Context: an optimization exercise on an open-source flow, tuned for small area and a short achievable clock period. The choices shown serve that exercise and are no tape-out recipe.
In this exercise RTL edits were held to simulation tests only and were not proved equivalent to the original.
Power is estimated from default activity; no workload was simulated.

### design/flow/run.sh
#!/bin/bash
# synth_recipe.tcl (not shown) runs the flow's synth.tcl, then flattens the netlist and writes it again
# the make line also repeats each setting of config.mk as NAME=value (left out here)
make -C /OpenROAD-flow-scripts/flow DESIGN_CONFIG=/design/flow/config.mk WORK_HOME=/design/flow/orfs CLKGATE_MAP_FILE= SYNTH_SCRIPT=/design/flow/synth_recipe.tcl finish
### design/flow/config.mk
export PLATFORM = sky130hd
export DESIGN_NAME = sigmoid
export DESIGN_NICKNAME = sigmoid
export VERILOG_FILES = /design/flow/design.v
export SDC_FILE = /design/flow/constraint.sdc
export NUM_CORES = 4
export LEC_CHECK = 0
export CAP_MARGIN = 20
export CORE_MARGIN = 2
export CORE_UTILIZATION = 40
export SLEW_MARGIN = 20
### design/flow/constraint.sdc
create_clock -name core_clock -period 14.0 [get_ports {clk}]
set_input_delay 2.8000 -clock core_clock [delete_from_list [all_inputs] [get_ports {clk}]]
set_output_delay 2.8000 -clock core_clock [all_outputs]
set_load 0.01 [all_outputs]
### design/flow/design.v
module sigmoid_ROM(
    input [2:0] addr,
    output reg [17:0]  dout1,
    output reg [17:0]  dout2
    );
	always @* begin
		case(addr)
		4'h0: begin 
				dout1<=18'b0_0000_0100000000000; 
				dout2<=18'b0_0000_1000000000000; 
				end
		4'h1: begin 
				dout1<=18'b0_0000_0010000010101; 
				dout2<=18'b0_0000_1001100101011; 
				end
		4'h2: begin 
				dout1<=18'b0_0000_0000100010111; 
				dout2<=18'b0_0000_1101100001100; 
				end
		4'h3: begin 
				dout1<=18'b0_0000_0000000101000; 
				dout2<=18'b0_0000_1111011001101; 
				end
		4'h4: begin 
				dout1<=18'b0_0000_0000000000000; 
				dout2<=18'b0_0001_0000000000000; 
				end
		default:begin
				dout1<=18'd0;
				dout2<=18'd0;
				end
		endcase
	end
endmodule
module sigmoid_combinational(
    input wire [17:0] x1,
    output reg signed [15:0] fixed_op
    );
	wire [17:0]  dout1,dout2;
	reg [17:0] n1,n2,n3,n4,n5;
	reg [2:0] addr;
	reg pos,sign;
	reg signed [47:0] temp1;
	reg [17:0] x_abs;
	reg signed [47:0] temp2;
	sigmoid_ROM my_rom(
		.addr(addr),
		.dout1(dout1),
		.dout2(dout2)	
	);
	always @* begin
		x_abs={1'b0,x1[16:0]}; 
		n1=18'b0_0000_1100010110111;   	 
		n2=18'b0_0010_1010010100011;   	 
		n3=18'b0_0100_0000000000000;   	 
		n4=18'b0_1000_0000000000000;	 
		if(x1[17]==0) begin
			pos=1; 
		end else begin
			pos=0;
		end
		if(x_abs[16:0]< n1[16:0]) begin
			addr=3'b000;
		end
		else if((x_abs[16:0]>=n1[16:0]) && (x_abs[16:0]<n2[16:0])) begin
			addr=3'b001;
		end
		else if((x_abs[16:0]>=n2[16:0]) && (x_abs[16:0]<n3[16:0])) begin
			addr=3'b010;
		end
		else if((x_abs[16:0]>=n3[16:0]) && (x_abs[16:0]<n4[16:0])) begin
			addr=3'b011;
		end 
		else if(x_abs[16:0]>=n4[16:0]) begin
			addr=3'b100;
		end
		else begin
			addr=3'b100;
		end
		temp1=(x_abs*dout1)>>13; 
		temp2=(temp1+dout2);	
		if(temp2 >8192) begin
			temp2=8192;
		end
		if(pos==1) begin
			fixed_op=temp2;
		end else begin
			fixed_op=18'b0_0001_0000000000000-temp2;
		end	
	end 
endmodule
module sigmoid(
	input wire clk,
	input wire reset,
	input wire enable,
	input wire [17:0] x1,
	output reg [15:0] fixed_op
	);
	wire [15:0] fixed_op_next;
	sigmoid_combinational sigmoid_combinational_instance1(
		.x1(x1),
		.fixed_op(fixed_op_next)
	);
	always @(posedge(clk),posedge(reset)) begin
		if(reset) begin
			fixed_op <= 567;
		end else begin
			if(enable) begin
				fixed_op <= fixed_op_next;
			end else begin
				fixed_op <= fixed_op;
			end
		end
	end
endmodule
==> results of run 1 <==
[kinds of logic (layout without fill, tap and decap cells)]
| kind of cell | after synthesis | after routing | share of synthesized area |
|---|---|---|---|
| and+or+nand+nor | 219 | 219 | 0.164 |
| adders and majority gates | 206 | 206 | 0.466 |
| buffers and inverters | 204 | 240 | 0.110 |
| AOI/OAI and AO/OA | 159 | 159 | 0.158 |
| xor gates and xnor gates | 31 | 31 | 0.0394 |
| DFF | 16 | 16 | 0.0575 |
| other | 2 | 18 | 0.00106 |
| muxes | 2 | 2 | 0.00335 |
[Yosys cell counts, types with 6 or more instances]
master	n
a31oi_1	12
xnor2_1	19
o21ai_0	21
and3_1	11
dfstp_2	6
inv_1	184
dfrtp_1	10
clkbuf_1	15
a21o_1	12
o21a_1	7
and2_1	47
xor2_1	11
o31ai_1	6
a21oi_1	40
fa_1	97
nor2b_1	8
a211oi_1	9
nand4_1	11
nor3_1	9
o211ai_1	6
ha_1	109
nand2_1	59
nor2_1	33
nand3_1	14
[power by group through the flow]
stage | combinational, W | sequential (W) | clock, W
3_5_place_dp | 0.00110 | 0.0000771 | 0
5_1_grt | 0.00127 | 0.0000784 | 0.0000640
6_report | 0.00113 | 0.0000761 | 0.0000604
4_1_cts | 0.00111 | 0.0000766 | 0.0000617
3_3_place_gp | 0.00110 | 0.0000767 | 0
2_1_floorplan | 0.000836 | 0.0000841 | 0
[routing by layer]
| metal | track usage | vias up |
|---|---|---|
| met5 | 0 | - |
| met4 | 0.0321 | 0 |
| met3 | 0.0137 | 26 |
| met2 | 0.328 | 148 |
| met1 | 0.282 | 2810 |
| li1 | - | 2875 |
[path summary, 6_finish.rpt]
check	end	slack, ns
hold / removal	fixed_op[5]	0.47
setup / recovery	fixed_op[10]	0.67
max in group asynchronous	fixed_op[3]	10.68
hold reg to reg	fixed_op[5]	0.47
setup reg to reg	fixed_op[12]	12.95
min in group asynchronous	fixed_op[11]	2.92
[worst register-to-register path: stages (launching register included)]
cell and delay [ns]:
dfrtp_1 0.36, or2_2 0.28, a211o_1 0.29
[placed cells by master, fill, tap and decap left out, types with 8 or more instances in the layout]
cell / synthesis / final
and2_1: 47 / 47
nand3_1: 14 / 14
and3_1: 11 / 11
o21ai_0: 21 / 19
nor3_1: 9 / 9
xor2_1: 11 / 11
xnor2_1: 19 / 19
nor2b_1: 8 / 8
nand2_1: 59 / 58
dfrtp_1: 10 / 10
buf_4: 1 / 16
clkdlybuf4s50_1: 0 / 36
inv_1: 184 / 184
a21o_1: 12 / 12
a21oi_1: 40 / 40
conb_1: 2 / 18
fa_1: 97 / 97
nor2_1: 33 / 33
nand4_1: 11 / 11
ha_1: 109 / 109
a31oi_1: 12 / 12
[cell type report]
class / instances / area (um2)
Multi-Input combinational cell: 635 / 5990
Tap cell: 225 / 282
Sequential cell: 16 / 408
Inverter: 184 / 691
Clock buffer: 4 / 88.8
Timing Repair Buffer: 52 / 480
Fill cell: 1782 / 9360
[repair_timing]
action / 4_1_cts / 5_1_grt
resized for setup: 0 / 6
buffers inserted: 0 / 2
endpoints found under the setup margin: 0 / 6
[metrics by stage]
stage          hold slack, ns  area [um2]  worst slack, ns
5_1_grt                 0.497        7940           0.0185
4_1_cts                 0.477        7900            0.438
3_3_place_gp            0.466        7810            0.333
3_5_place_dp            0.469        7810            0.223
2_1_floorplan           0.474        7150             1.60
6_report                0.474        7940            0.668
==> flow_summary.ini, run 1 <==
[critical_path]
worstSetupPathType = in2reg
required_ns = 14.16
endpoint_kind = register
cp_max_fo = 21
cp_slowest_stage_delay_ns = 0.67
crit_top_cell = a21oi_1
r2r-start = fixed_op[12]
reg2reg_depth = 2
cp.depth = 44
startpoint = x1[9]
cp_num_buf_inv = 7
slowest_stage = or4b_2
cpLargestDelayFamily = compound AO/OA/AOI/OAI gates
arrival_ns = 13.50
cp-start-kind = primary input

[placed_design]
portBuffers = 36
place_congestion = 0.896
dp_hpwl_um = 15200
dp_cells = 1110

[routing]
ant_nets = 0
routed.top_layer = met4
first_pass_iters = 5
drc_errors = 0
vias = 5859
wl_met1_um = 8430
wire_per_inst_um = 15.6
viasPerCell = 5.25
drtIter0Drc = 300
wl_um = 17400
routed-wl-met2_um = 7980
wl_met3_um = 741

[grt]
overflow = 0
grt_max_degree = 23
grt_pass1_vias = 5809
grt_pass1_wl_um = 29300
grt_usage = 0.196
antenna_found_initial = 0

[timing]
clock_skew_ns = 0
fmax_ghz = 0.0750
slew_headroom = 0.480
min_period_ns = 13.33
tns_ns = 0
hold_viol = 0
tightest_slew_ns = 0.760
rsz0062_at_grt = false
period_share = 0.952
finalSetupViolCount = 0
timing.final.max_slew_violations = 0

[synthesis]
yosys.area.top_type = fa_1
synth-main-ff-cell = dfrtp_1
syn_area_um2 = 7090
ys_seq_area_frac = 0.0575
yosysWarnings = 3
synth_area_leaders = fa_1 (27%), ha_1 (19%), inv_1 (9.7%)
syn_avg_cell_area_um2 = 8.45
synth-edff-count = 0
postSynthCellCount = 839
ys_seq_elements = 16
async_reset_ff_frac = 1.00
synth_top_area_share = 0.274
ys_types = 76

[worst_hold_path]
hp-class = reg2reg
min_from = fixed_op[5]
holdPathStages = 1

[finish]
area_growth_pct = 11.9
nets = 1119
drive_above_1_share = 0.0561
utilization = 0.459
largestRegisters = fixed_op (16)
n_antenna_cell = 0
largest_register = fixed_op
largest_reg_flops = 16
fin_cells = 1116

[run_status]
status = finished clean

[clock_network]
cts-root-buf = clkbuf_16
clk_pin_slew_ns = 0.05
cts-buffers-inserted = 3
clock_sinks = 16
clk_latency_ns = 0.24
cts-htree-levels = 1
clock_path_buffers = 2
hold_buffers = 0
cts_tree = built

[job]
drv_cap = 0

[floorplanning]
core_um2 = 17300
rows = 48
io_pins = 37
die_h_um = 137
die_w_um = 137
die-area_um2 = 18800
start_util = 0.410

[power]
internal-power_w = 0.000566
p_switching_w = 0.000704
pwr-share-clk = 0.048
sw_frac_of_total = 0.554
comb_power_share = 0.893
seqPwrFrac = 0.060
ir_drop_uv = 110
leakage_nw = 4.16
p_per_area_nw_per_um2 = 160
p_total_w = 0.00127
==> run 2: changes to the inputs <==
==> design/flow/design.v (replaced) <==
module sigmoid_combinational(
    input  wire [17:0] x1,
    output wire [15:0] fixed_op
    );
	wire [16:0] m   = x1[16:0];
	wire        neg = x1[17];
	wire r0  = m < 17'h018B7;
	wire r1  = m < 17'h054A3;
	wire r2  = ~m[16] & ~m[15];
	wire sat = m >= 17'd62874;	 
	wire [25:0] p1 = m[14:0] * 11'd1045;
	wire [24:0] p2 = m[14:0] * 9'd279;
	wire [19:0] p3 = m[15:0] * 3'd5;
	wire [11:0] q = r0 ? {1'b0, m[12:2]} :
	                r1 ? p1[24:13] :
	                r2 ? p2[24:13] :
	                     {2'b0, p3[19:10]};
	wire [12:0] k = r0 ? (neg ? 13'd1    : 13'd4096) :
	                r1 ? (neg ? 13'd7382 : 13'd4907) :
	                r2 ? (neg ? 13'd5365 : 13'd6924) :
	                     (neg ? 13'd4404 : 13'd7885);
	wire [12:0] g = k + {1'b0, q ^ {12{neg}}};
	assign fixed_op = sat ? {2'b00, ~neg, 13'd0} : {3'b000, g};
endmodule
module sigmoid(
	input wire clk,
	input wire reset,
	input wire enable,
	input wire [17:0] x1,
	output reg [15:0] fixed_op
	);
	wire [15:0] fixed_op_next;
	sigmoid_combinational sigmoid_combinational_instance1(
		.x1(x1),
		.fixed_op(fixed_op_next)
	);
	always @(posedge clk, posedge reset) begin
		if (reset)
			fixed_op <= 567;
		else if (enable)
			fixed_op <= fixed_op_next;
	end
endmodule
==> run 2 against run 1 <==
Compared with the run above: still clean; die area fell by 8.1%; via count decreased by 16%; total power shrank 34%; sequential power decreased by 8.4%; critical endpoint is now fixed_op[12]; clock power shrank 3%; non-clock buffer count fell by 14; clock skew is the same; first-iteration DRC count shrank 27%; highest routed layer unchanged; cell count fell by 13%; utilization decreased by 0.93 points; largest cell class unchanged.
==> flow_summary.ini, run 2 <==
[finish]
largestRegisters = fixed_op (14)
drive_above_1_share = 0.0540
area_growth_pct = 9.92
fill_cells = 1637
largest_register = fixed_op
largest_reg_flops = 14
n_antenna_cell = 0
fin_area_um2 = 7140
final_cell_mix = ha_1 (180), inv_1 (157), fa_1 (53), xnor2_1 (35), clkdlybuf4s50_1 (34)
nets = 1014
layout_commonest_cell = ha_1

[floorplanning]
die_h_um = 131
io_pins = 37
die_w_um = 131
die-area_um2 = 17300
start_util = 0.409
rows = 46
core_um2 = 15900

[worst_hold_path]
min_from = fixed_op[1]
min_to = fixed_op[1]
holdPathStages = 2
hp-class = reg2reg

[timing]
timing.final.max_slew_violations = 0
tns_ns = 0
rsz0062_at_grt = false
clock_skew_ns = 0
hold_viol = 0
fmax_ghz = 0.103
finalSetupViolCount = 0
min_period_ns = 9.74
tightest_slew_ns = 0.858
slew_headroom = 0.426
period_share = 0.696

[routing]
wl_um = 14400
drtIter0Drc = 218
wire_per_inst_um = 14.8
ant_nets = 0
vias = 4909
drc_errors = 0
viasPerCell = 5.03
first_pass_iters = 4

[critical_path]
cp_max_fo = 11
reg2reg_depth = 2
r2r-end = fixed_op[8]
cp-start-kind = primary input
worstSetupPathType = in2reg
arrival_ns = 9.89
required_ns = 14.15
endpoint_kind = register
reg2reg_slack_ns = 13.17
r2r-start = fixed_op[8]

[placed_design]
place_area_um2 = 7050
place_congestion = 0.840
portBuffers = 34
dp_hpwl_um = 11900

[clock_network]
clock_path_buffers = 2
cts-root-buf = clkbuf_16
cts-htree-levels = 1
clk_pin_slew_ns = 0.05
clock_sinks = 14
cts_tree = built
cts_setup_buffers = 0
cts-buffers-inserted = 3
post_cts_resized = 0
clk_latency_ns = 0.24
hold_buffers = 0

[synthesis]
postSynthCellCount = 729
synth_area_leaders = ha_1 (35%), fa_1 (16%), inv_1 (9.1%)
yosys.area.top_type = ha_1
syn_avg_cell_area_um2 = 8.91
yosysWarnings = 1
synth-edff-count = 0
synth_top_area_share = 0.347
synth-main-ff-cell = dfrtp_1
ys_seq_area_frac = 0.0551
synthTopCellsByCount = ha_1 (180), inv_1 (157), fa_1 (53)
ys_types = 75
async_reset_ff_frac = 1.00
syn_area_um2 = 6500
ys_seq_elements = 14
synth_most_common_cell = ha_1

[power]
leakage_nw = 3.74
ir_drop_uv = 75.0
p_total_w = 0.000832
p_per_area_nw_per_um2 = 117

[grt]
grt_pass1_vias = 5012
grt_usage = 0.173
antenna_found_initial = 0
grt_pass1_wl_um = 24700
overflow = 0
grt_max_degree = 24

[job]
drv_cap = 0

[run_status]
status = finished clean
-- run 2: cell count changes after synthesis, sizes merged, moves of 5 or more --
cell	change
xnor2	+15
o21ai	+11
a31oi	-5
a21oi	-10
and3	-5
fa	-44
o22ai	+9
nand2	-30
ha	+71
nor2	-9
inv	-27
clkbuf	-11
and2	-44
-- run 2: cell families after synthesis --
| group | share of synthesized area |
|---|---|
| mux | 0.00558 |
| other cells | 0.000577 |
| xor+xnor | 0.0620 |
| flops | 0.0551 |
| simple gates | 0.0886 |
| fa+ha+maj | 0.510 |
| buf+inv | 0.108 |
| compound gates | 0.170 |
-- run 2: final cells by class --
| cell class | instances | area [um2] | area share |
|---|---|---|---|
| Multi-Input combinational cell | 544 | 5440 | 0.762 |
| Inverter | 159 | 614 | 0.0860 |
| Timing Repair Buffer | 38 | 370 | 0.0519 |
| Sequential cell | 14 | 358 | 0.0501 |
| Tap cell | 216 | 270 | 0.0378 |
| Clock buffer | 4 | 88.8 | 0.0124 |
-- run 2: metrics by stage --
step	hold slack, ns	worst slack, ns	std cells	util
after floorplan	0.474	5.56	730	-
after global placement	0.464	4.09	971	0.444
after detailed placement	0.462	4.00	971	0.444
after CTS	0.470	4.22	975	0.450
after global routing	0.489	3.75	975	0.450
final	0.466	4.26	975	0.450
-- run 2: per-layer routing --
| metal | up-vias | global-route usage | routed length, um |
|---|---|---|---|
| li1 | 2523 | - | - |
| met4 | 0 | 0.0236 | 142 |
| met2 | 55 | 0.312 | 7120 |
| met5 | - | 0 | 0 |
| met1 | 2321 | 0.237 | 6830 |
| met3 | 10 | 0.00424 | 298 |
-- run 2: power by group --
part / total [W] / switching (W) / internal, W
combinational: 0.000704 / 0.000387 / 0.000317
sequential: 0.0000697 / 0.00000796 / 0.0000617
clock: 0.0000588 / 0.0000156 / 0.0000432
-- run 2: critical path, cell delays in order --
cell,delay (ns)
clkdlybuf4s50_1,0.91
ha_1,0.36
ha_1,0.33
ha_1,0.28
inv_1,0.05
fa_1,0.50
fa_1,0.55
inv_1,0.04
ha_1,0.30
and3_1,0.21
a221oi_2,0.28
nand2_1,0.08
a21o_1,0.21
a21oi_1,0.17
xnor2_1,0.15
o22ai_1,0.16
o31ai_2,0.31
xnor2_1,0.14
fa_1,0.48
nor2b_1,0.11
o21ai_0,0.10
a21oi_1,0.17
o21ai_0,0.12
a21boi_0,0.33
o21ai_0,0.20
o21ai_0,0.28
nand4_1,0.13
o221ai_1,0.11
-- run 2: worst max path at each step --
stage	from	end	slack (ns)	cells after the start
detailed placement	x1[4]	fixed_op[12]	4.00	31
floorplan	x1[7]	fixed_op[11]	5.56	27
CTS	x1[4]	fixed_op[12]	4.22	31
global placement	x1[7]	fixed_op[12]	4.09	28
finish	x1[9]	fixed_op[12]	4.26	28
global route	x1[7]	fixed_op[12]	3.75	29
==> run 3: changes to the inputs <==
==> design/flow/design.v (replaced) <==
module sigmoid_combinational(
    input  wire [17:0] x1,
    output wire [15:0] fixed_op
    );
	wire [16:0] m   = x1[16:0];
	wire        neg = x1[17];
	wire r0  = m < 17'h018B7;
	wire r1  = ~r0 & (m < 17'h054A3);
	wire r2  = ~r0 & ~r1 & ~m[16] & ~m[15];
	wire r3  = ~r0 & ~r1 & ~r2;
	wire sat = m >= 17'd62874;	 
	wire [12:0] n13 = m[12:0] ^ {13{neg}};
	wire [14:0] n15 = m[14:0] ^ {15{neg}};
	wire [15:0] n16 = m[15:0] ^ {16{neg}};
	wire [25:0] a = ({26{r0}} & ({13'd0, n13} << 11))
	              | ({26{r1}} & ({11'd0, n15} << 10))
	              | ({26{r2}} & ({11'd0, n15} << 8))
	              | ({26{r3}} & ({10'd0, n16} << 5));
	wire [25:0] b = ({26{r1 | r2}} & ({11'd0, n15} << 4))
	              | ({26{r3}}      & ({10'd0, n16} << 3));
	wire [25:0] c = ({26{r1 | r2}} & ({11'd0, n15} << 2));
	wire [25:0] d = ({26{r1}} & {11'd0, n15})
	              | ({26{r2}} & ({11'd0, n15} << 1));
	wire [25:0] e = ({26{r2}} & {11'd0, n15});
	wire [25:0] k = r0 ? (neg ? 26'h10027ff : 26'h2000000) :
	                r1 ? (neg ? 26'h3904414 : 26'h2656000) :
	                r2 ? (neg ? 26'h0132116 : 26'h3618000) :
	                     (neg ? 26'h3fe8027 : 26'h3d9a000);
	wire [25:0] g = k + a + b + c + d + e;
	assign fixed_op = sat ? {2'b00, ~neg, 13'd0} : {3'b000, g[25:13]};
endmodule
module sigmoid(
	input wire clk,
	input wire reset,
	input wire enable,
	input wire [17:0] x1,
	output reg [15:0] fixed_op
	);
	wire [15:0] fixed_op_next;
	sigmoid_combinational sigmoid_combinational_instance1(
		.x1(x1),
		.fixed_op(fixed_op_next)
	);
	always @(posedge clk, posedge reset) begin
		if (reset)
			fixed_op <= 567;
		else if (enable)
			fixed_op <= fixed_op_next;
	end
endmodule
--- a/design/flow/config.mk
+++ b/design/flow/config.mk
@@ -7,2 +7,3 @@
 export LEC_CHECK = 0
+export ABC_CLOCK_PERIOD_IN_PS = 3000
 export CAP_MARGIN = 20
@@ -10,2 +11,3 @@
 export CORE_UTILIZATION = 40
+export SETUP_SLACK_MARGIN = 5
 export SLEW_MARGIN = 20
==> run 3 against run 2 <==
Compared with the run above: still clean on timing, DRC and antenna; flip-flop and latch count did not move; die area fell by 19%; maximum frequency rose by 11%; global-route usage rose by 4.9 points; first-iteration DRC count rose by 86%; area after synthesis fell by 20%; routed wire length rose by 8.2%; register-to-register slack got worse by 0.09 ns; via count rose by 3.5%; sequential power fell by 0.9%; design area fell by 15%; critical path type unchanged.
==> flow_summary.ini, run 3 <==
[run_status]
status = finished clean

[floorplanning]
io_pins = 37
rows = 41
die_h_um = 118
start_util = 0.410
die_w_um = 118
core_um2 = 12700
die-area_um2 = 13900

[routing]
first_pass_iters = 6
wl_um = 15600
wire_per_inst_um = 18.9
viasPerCell = 6.17
drc_errors = 0
drtIter0Drc = 405
ant_nets = 0
vias = 5082

[synthesis]
ys_seq_elements = 14
syn_avg_cell_area_um2 = 8.21
synth_top_area_share = 0.208
synth-xor-area-share = 0.0506
yosys.area.top_type = fa_1
yosysWarnings = 1
ys_types = 72
ys_seq_area_frac = 0.0688
synth_area_leaders = fa_1 (21%), ha_1 (13%), inv_1 (6.9%)
synth_most_common_cell = inv_1
muxShareOfSynthArea = 0
synth_top_family_by_area = adder cells
postSynthCellCount = 633
synth-compound-area-share = 0.302
syn_area_um2 = 5200
synth-simple-area-share = 0.121
synth-main-ff-cell = dfrtp_1
synth_adder_area_share = 0.340
synthTopCellsByCount = inv_1 (95), ha_1 (55), fa_1 (54)
synth-edff-count = 0
async_reset_ff_frac = 1.00

[critical_path]
worstSetupPathType = in2reg
reg2reg_depth = 2
cp_max_fo = 17
required_ns = 14.18
arrival_ns = 8.97
endpoint_kind = register
cp-start-kind = primary input

[clock_network]
clk_pin_slew_ns = 0.05
cts-root-buf = clkbuf_16
clk_latency_ns = 0.24
cts_tree = built
clock_sinks = 14
cts-htree-levels = 1
hold_buffers = 0
cts-buffers-inserted = 3
clock_path_buffers = 2

[worst_hold_path]
hp-class = reg2reg
holdPathStages = 2

[timing]
fmax_ghz = 0.114
rsz0062_at_grt = false
clock_skew_ns = 0
hold_viol = 0
finalSetupViolCount = 0
period_share = 0.628
timing.final.max_slew_violations = 0
tns_ns = 0
min_period_ns = 8.80
tightest_slew_ns = 1.00
slew_headroom = 0.331

[finish]
largestRegisters = fixed_op (14)
drive_above_1_share = 0.149
largest_register = fixed_op
layout_commonest_cell = inv_1
fin_cells = 823
fill_cells = 1299
n_antenna_cell = 0
area_growth_pct = 16.5
largest_reg_flops = 14
nets = 782
final_cell_mix = inv_1 (93), fa_1 (54), ha_1 (54), nor2_1 (41), a21oi_1 (38)

[job]
drv_cap = 0

[power]
p_per_area_nw_per_um2 = 148
leakage_nw = 2.72
ir_drop_uv = 116

[grt]
overflow = 0
grt_pass1_wl_um = 25500
grt_pass1_vias = 5018
grt_max_degree = 88
antenna_found_initial = 0
grt_usage = 0.222

[placed_design]
place_congestion = 0.879
dp_hpwl_um = 11000
portBuffers = 34
dp_cells = 794
[run 3: metal layers]
metal  global-route usage  share of wire  vias up
met5                    0              0        -
met4               0.0407          0.027        0
met3               0.0237          0.055       35
met2                0.401           0.50      196
met1                0.289           0.42     2550
li1                     -              -     2301
[run 3: what timing repair did]
item | CTS | global route
setup endpoints to repair | 13 | 13
gates cloned | 6 | 1
pin swaps | 3 | 7
gates resized for setup | 55 | 33
setup buffers | 12 | 6
[run 3: path summary, 6_finish.rpt]
kind                                  start      endpoint  slack (ns)
worst max-delay path                 x1[13]  fixed_op[11]        5.20
worst min-delay path            fixed_op[4]   fixed_op[4]        0.48
worst max register to register  fixed_op[9]   fixed_op[9]       13.08
worst min register to register  fixed_op[4]   fixed_op[4]        0.48
max in group asynchronous             reset   fixed_op[4]       10.72
min in group asynchronous             reset   fixed_op[6]        2.91
[run 3: critical path: stages]
cell	delay, ns
dlygate4sd2_1	0.38
or3_4	0.42
nor4_4	0.34
a21o_2	0.22
nand2_2	0.10
buf_12	0.18
clkinvlp_4	0.14
buf_4	0.15
nor2_4	0.05
buf_4	0.16
o221a_2	0.25
a31oi_2	0.20
fa_1	0.48
fa_1	0.50
inv_1	0.05
fa_1	0.53
inv_1	0.04
ha_1	0.31
nand4_1	0.18
a211oi_4	0.39
a21boi_4	0.14
a211o_4	0.37
or4_1	0.48
nand4_1	0.10
[run 3: report_power, final]
part,leakage (nW),internal (W),switching [W]
sequential,0.165,0.0000604,0.00000871
clock,0.0382,0.0000385,0.0000162
combinational,2.52,0.000324,0.000446
total,2.72,0.000423,0.000471
[run 3: area by class of cell]
class                      instances  area, um2  share of cell area
sequential                        14        358              0.0591
inverter                          97        372              0.0614
timing repair buffer              60        549              0.0907
clock buffer                       4       78.8              0.0130
tap                              172        215              0.0355
multi-input combinational        472       4460               0.736
timing repair inverter             4       27.5             0.00454
[run 3: metrics by stage]
stage | setup WS [ns] | cell area, um2 | hold WS, ns | power [W] | utilization
after global placement | 3.27 | 5560 | 0.470 | 0.000724 | 0.439
after global routing | 5.01 | 6060 | 0.491 | 0.000994 | 0.478
after detailed placement | 2.97 | 5560 | 0.470 | 0.000739 | 0.439
final | 5.20 | 6060 | 0.479 | 0.000894 | 0.478
after floorplan | 5.09 | 5200 | 0.473 | 0.000562 | -
after CTS | 5.02 | 5920 | 0.480 | 0.000843 | 0.467
[run 3: kinds of logic (layout without fill, tap and decap cells)]
kind of cell,Yosys count,count (layout)
AO/OA/AOI/OAI,203,203
AND/OR/NAND/NOR,127,128
adder cells (fa/ha/maj),109,109
buffers and inverters,149,165
XOR/XNOR,30,30
other,1,2
flip-flops,14,14
==> run 4: changes to the inputs <==
--- a/design/flow/config.mk
+++ b/design/flow/config.mk
@@ -7,3 +7,2 @@
 export LEC_CHECK = 0
-export ABC_CLOCK_PERIOD_IN_PS = 3000
 export CAP_MARGIN = 20
@@ -11,3 +10,2 @@
 export CORE_UTILIZATION = 40
-export SETUP_SLACK_MARGIN = 5
 export SLEW_MARGIN = 20
==> run 4 against run 3 <==
Compared with the run above: sequential power hardly changed; cell count decreased by 3.0%; synthesized cell count unchanged; global-route usage fell by 1.3 points; sequential share of layout area rose by 0.44 points; clock power hardly changed; critical path type unchanged; largest cell class unchanged.
==> flow_summary.ini, run 4 <==
[floorplanning]
core_um2 = 12700
start_util = 0.410
rows = 41
die_w_um = 118
io_pins = 37
die-area_um2 = 13900
die_h_um = 118

[clock_network]
hold_buffers = 0
clock_sinks = 14
cts_tree = built
clk_pin_slew_ns = 0.05
cts-htree-levels = 1
cts_setup_buffers = 0
clock_path_buffers = 2
cts-buffers-inserted = 3
cts-root-buf = clkbuf_16
clk_latency_ns = 0.24
post_cts_resized = 0

[critical_path]
cp_slowest_stage_delay_ns = 0.99
required_ns = 14.13
arrival_ns = 11.05
crit_chain = clkdlybuf4s50_1 > a21oi_1 > o211ai_1 > a21o_2 > nand2_1 > buf_4 > inv_1 > nor2_2 > o22a_1 > a21oi_1 > fa_1 > fa_1 > inv_1 > fa_1 > inv_1 > ha_1 > and2_1 > a221o_1 > a31oi_1 > a21boi_0 > a211o_1 > o21ai_0 > a221o_1
reg2reg_depth = 2
cp.depth = 23
cp_max_fo = 32
r2r-end = fixed_op[9]
cp-start-kind = primary input
reg2reg_slack_ns = 13.09
slowest_stage = nor2_2
r2r-start = fixed_op[9]
worstSetupPathType = in2reg
endpoint_kind = register
cp_num_buf_inv = 5
cpLargestDelayFamily = compound AO/OA/AOI/OAI gates

[timing]
clock_skew_ns = 0
tns_ns = 0
fmax_ghz = 0.0915
timing.final.max_slew_violations = 0
rsz0062_at_grt = false
tightest_slew_ns = 1.12
slew_headroom = 0.254
hold_viol = 0
min_period_ns = 10.92
finalSetupViolCount = 0
period_share = 0.780

[finish]
drive_above_1_share = 0.0559
largest_reg_flops = 14
largestRegisters = fixed_op (14)
fill_cells = 1325
nets = 757
layout_commonest_cell = inv_1
fin_cells = 798
n_antenna_cell = 0
fin_area_um2 = 5640
utilization = 0.445
final_cell_mix = inv_1 (95), ha_1 (55), fa_1 (54), a21oi_1 (43), nor2_1 (42)
largest_register = fixed_op
area_growth_pct = 8.50

[synthesis]
yosysWarnings = 1
synth_area_leaders = fa_1 (21%), ha_1 (13%), inv_1 (6.9%)
synth_top_area_share = 0.208
ys_types = 72
synth-edff-count = 0
synthTopCellsByCount = inv_1 (95), ha_1 (55), fa_1 (54)
syn_avg_cell_area_um2 = 8.21
postSynthCellCount = 633
yosys.area.top_type = fa_1
async_reset_ff_frac = 1.00
ys_seq_elements = 14
synth_most_common_cell = inv_1
syn_area_um2 = 5200
synth-main-ff-cell = dfrtp_1
ys_seq_area_frac = 0.0688

[worst_hold_path]
min_to = fixed_op[4]
min_from = fixed_op[4]
hp-class = reg2reg
holdPathStages = 2

[placed_design]
portBuffers = 34
dp_hpwl_um = 11000
dp_cells = 794
place_area_um2 = 5560
place_congestion = 0.879

[power]
leakage_nw = 2.54
p_per_area_nw_per_um2 = 141
p_total_w = 0.000795
ir_drop_uv = 108

[grt]
grt_pass1_vias = 4828
grt_pass1_wl_um = 24300
grt_max_degree = 88
antenna_found_initial = 0
grt_usage = 0.210
overflow = 0

[routing]
drtIter0Drc = 499
wire_per_inst_um = 17.9
ant_nets = 0
drc_errors = 0
viasPerCell = 6.08
first_pass_iters = 6
wl_um = 14300
vias = 4848

[run_status]
status = finished clean

[job]
drv_cap = 0
-- run 4: cell types whose count changed in the layout (fill, tap and decap cells not counted), sizes merged --
| cell | before | now |
|---|---|---|
| buf | 26 | 7 |
| clkdlybuf4s50 | 16 | 33 |
| clkbuf | 12 | 4 |
| clkinvlp | 6 | 0 |
| dlygate4sd2 | 6 | 0 |
| clkdlybuf4s15 | 2 | 0 |
| dlymetal6s2s | 2 | 0 |
| inv | 94 | 96 |
| nor2 | 44 | 43 |
-- run 4: cell families (layout without fill, tap and decap cells) --
family,Yosys count,in the layout,share of synthesized area
adder cells (fa/ha/maj),109,109,0.340
other,1,2,0.000722
buffers and inverters,149,141,0.116
AND/OR/NAND/NOR,127,127,0.121
flip-flops,14,14,0.0688
AO/OA/AOI/OAI,203,203,0.302
XOR/XNOR,30,30,0.0506
-- run 4: layout make-up --
type	instances	area [um2]	area share
Timing Repair Buffer	40	383	0.0679
Sequential cell	14	358	0.0635
Clock buffer	4	78.8	0.0140
Multi-Input combinational cell	471	4240	0.752
Inverter	97	364	0.0646
Tap cell	172	215	0.0382
-- run 4: worst min-delay path, cell delays in order (launching register included) --
cell and delay [ns]:
dfstp_2 0.36, inv_1 0.05, o32ai_1 0.06
-- run 4: worst max path at each step --
stage | startpoint | to
5_1_grt | x1[12] | fixed_op[6]
3_3_place_gp | x1[12] | fixed_op[6]
4_1_cts | x1[11] | fixed_op[6]
6_report | x1[11] | fixed_op[6]
3_5_place_dp | x1[11] | fixed_op[6]
2_1_floorplan | x1[14] | fixed_op[8]
-- run 4: per-layer routing --
metal | wire length (um) | part of all wire | track usage | up-vias
met4 | 218 | 0.015 | 0.0392 | 0
met5 | 0 | 0 | 0 | -
met3 | 578 | 0.040 | 0.0131 | 16
met1 | 6230 | 0.43 | 0.280 | 2411
li1 | - | - | - | 2251
met2 | 7290 | 0.51 | 0.376 | 170
-- run 4: power breakdown --
part	internal, W	total (W)	switching (W)
Clock	0.0000385	0.0000548	0.0000163
Sequential	0.0000603	0.0000689	0.00000854
Combinational	0.000277	0.000672	0.000395
-- run 4: metrics by stage --
stage | setup slack [ns] | hold slack, ns
final | 3.08 | 0.479
after global routing | 2.60 | 0.491
after CTS | 3.21 | 0.480
after detailed placement | 2.97 | 0.470
after global placement | 3.27 | 0.470
after floorplan | 5.09 | 0.473

==> afterwards: timing with drivers on the ports <==
Ports are ideal in the flow. The routed layouts listed here were re-timed in OpenROAD. Step 1: set_driving_cell puts a clkbuf_16 on clk and a buf_2 on each other input, an assumption about the parent block. Step 2 moves the port delays by t, midway between the first and last clock arrival at a register: inputs arrive t later, outputs are due t later. That takes back most of the time a late clock gives input paths. Slacks: ideal ports / drivers / drivers and shift; pairs: ideal ports / drivers.
| run | shift t [ns] | setup slack, ns | slew at the worst register clock pin (ns) | worst slew at a driven data input, ns |
|---|---|---|---|---|
| run 1 | 0.271 | 0.668 / 0.671 / 0.400 | 0.05 / 0.05 | 0.03 |
| run 2 | 0.266 | 4.256 / 4.256 / 3.991 | 0.05 / 0.05 | 0.04 |
| run 3 | 0.271 | 5.204 / 5.214 / 4.943 | 0.05 / 0.05 | 0.03 |
| run 4 | 0.270 | 3.076 / 3.081 / 2.811 | 0.05 / 0.05 | 0.03 |
After both steps every run listed still meets setup and hold. The setup slack of run 1, which loses most, moves by +0.003 ns with the drivers and by -0.268 ns with both steps.
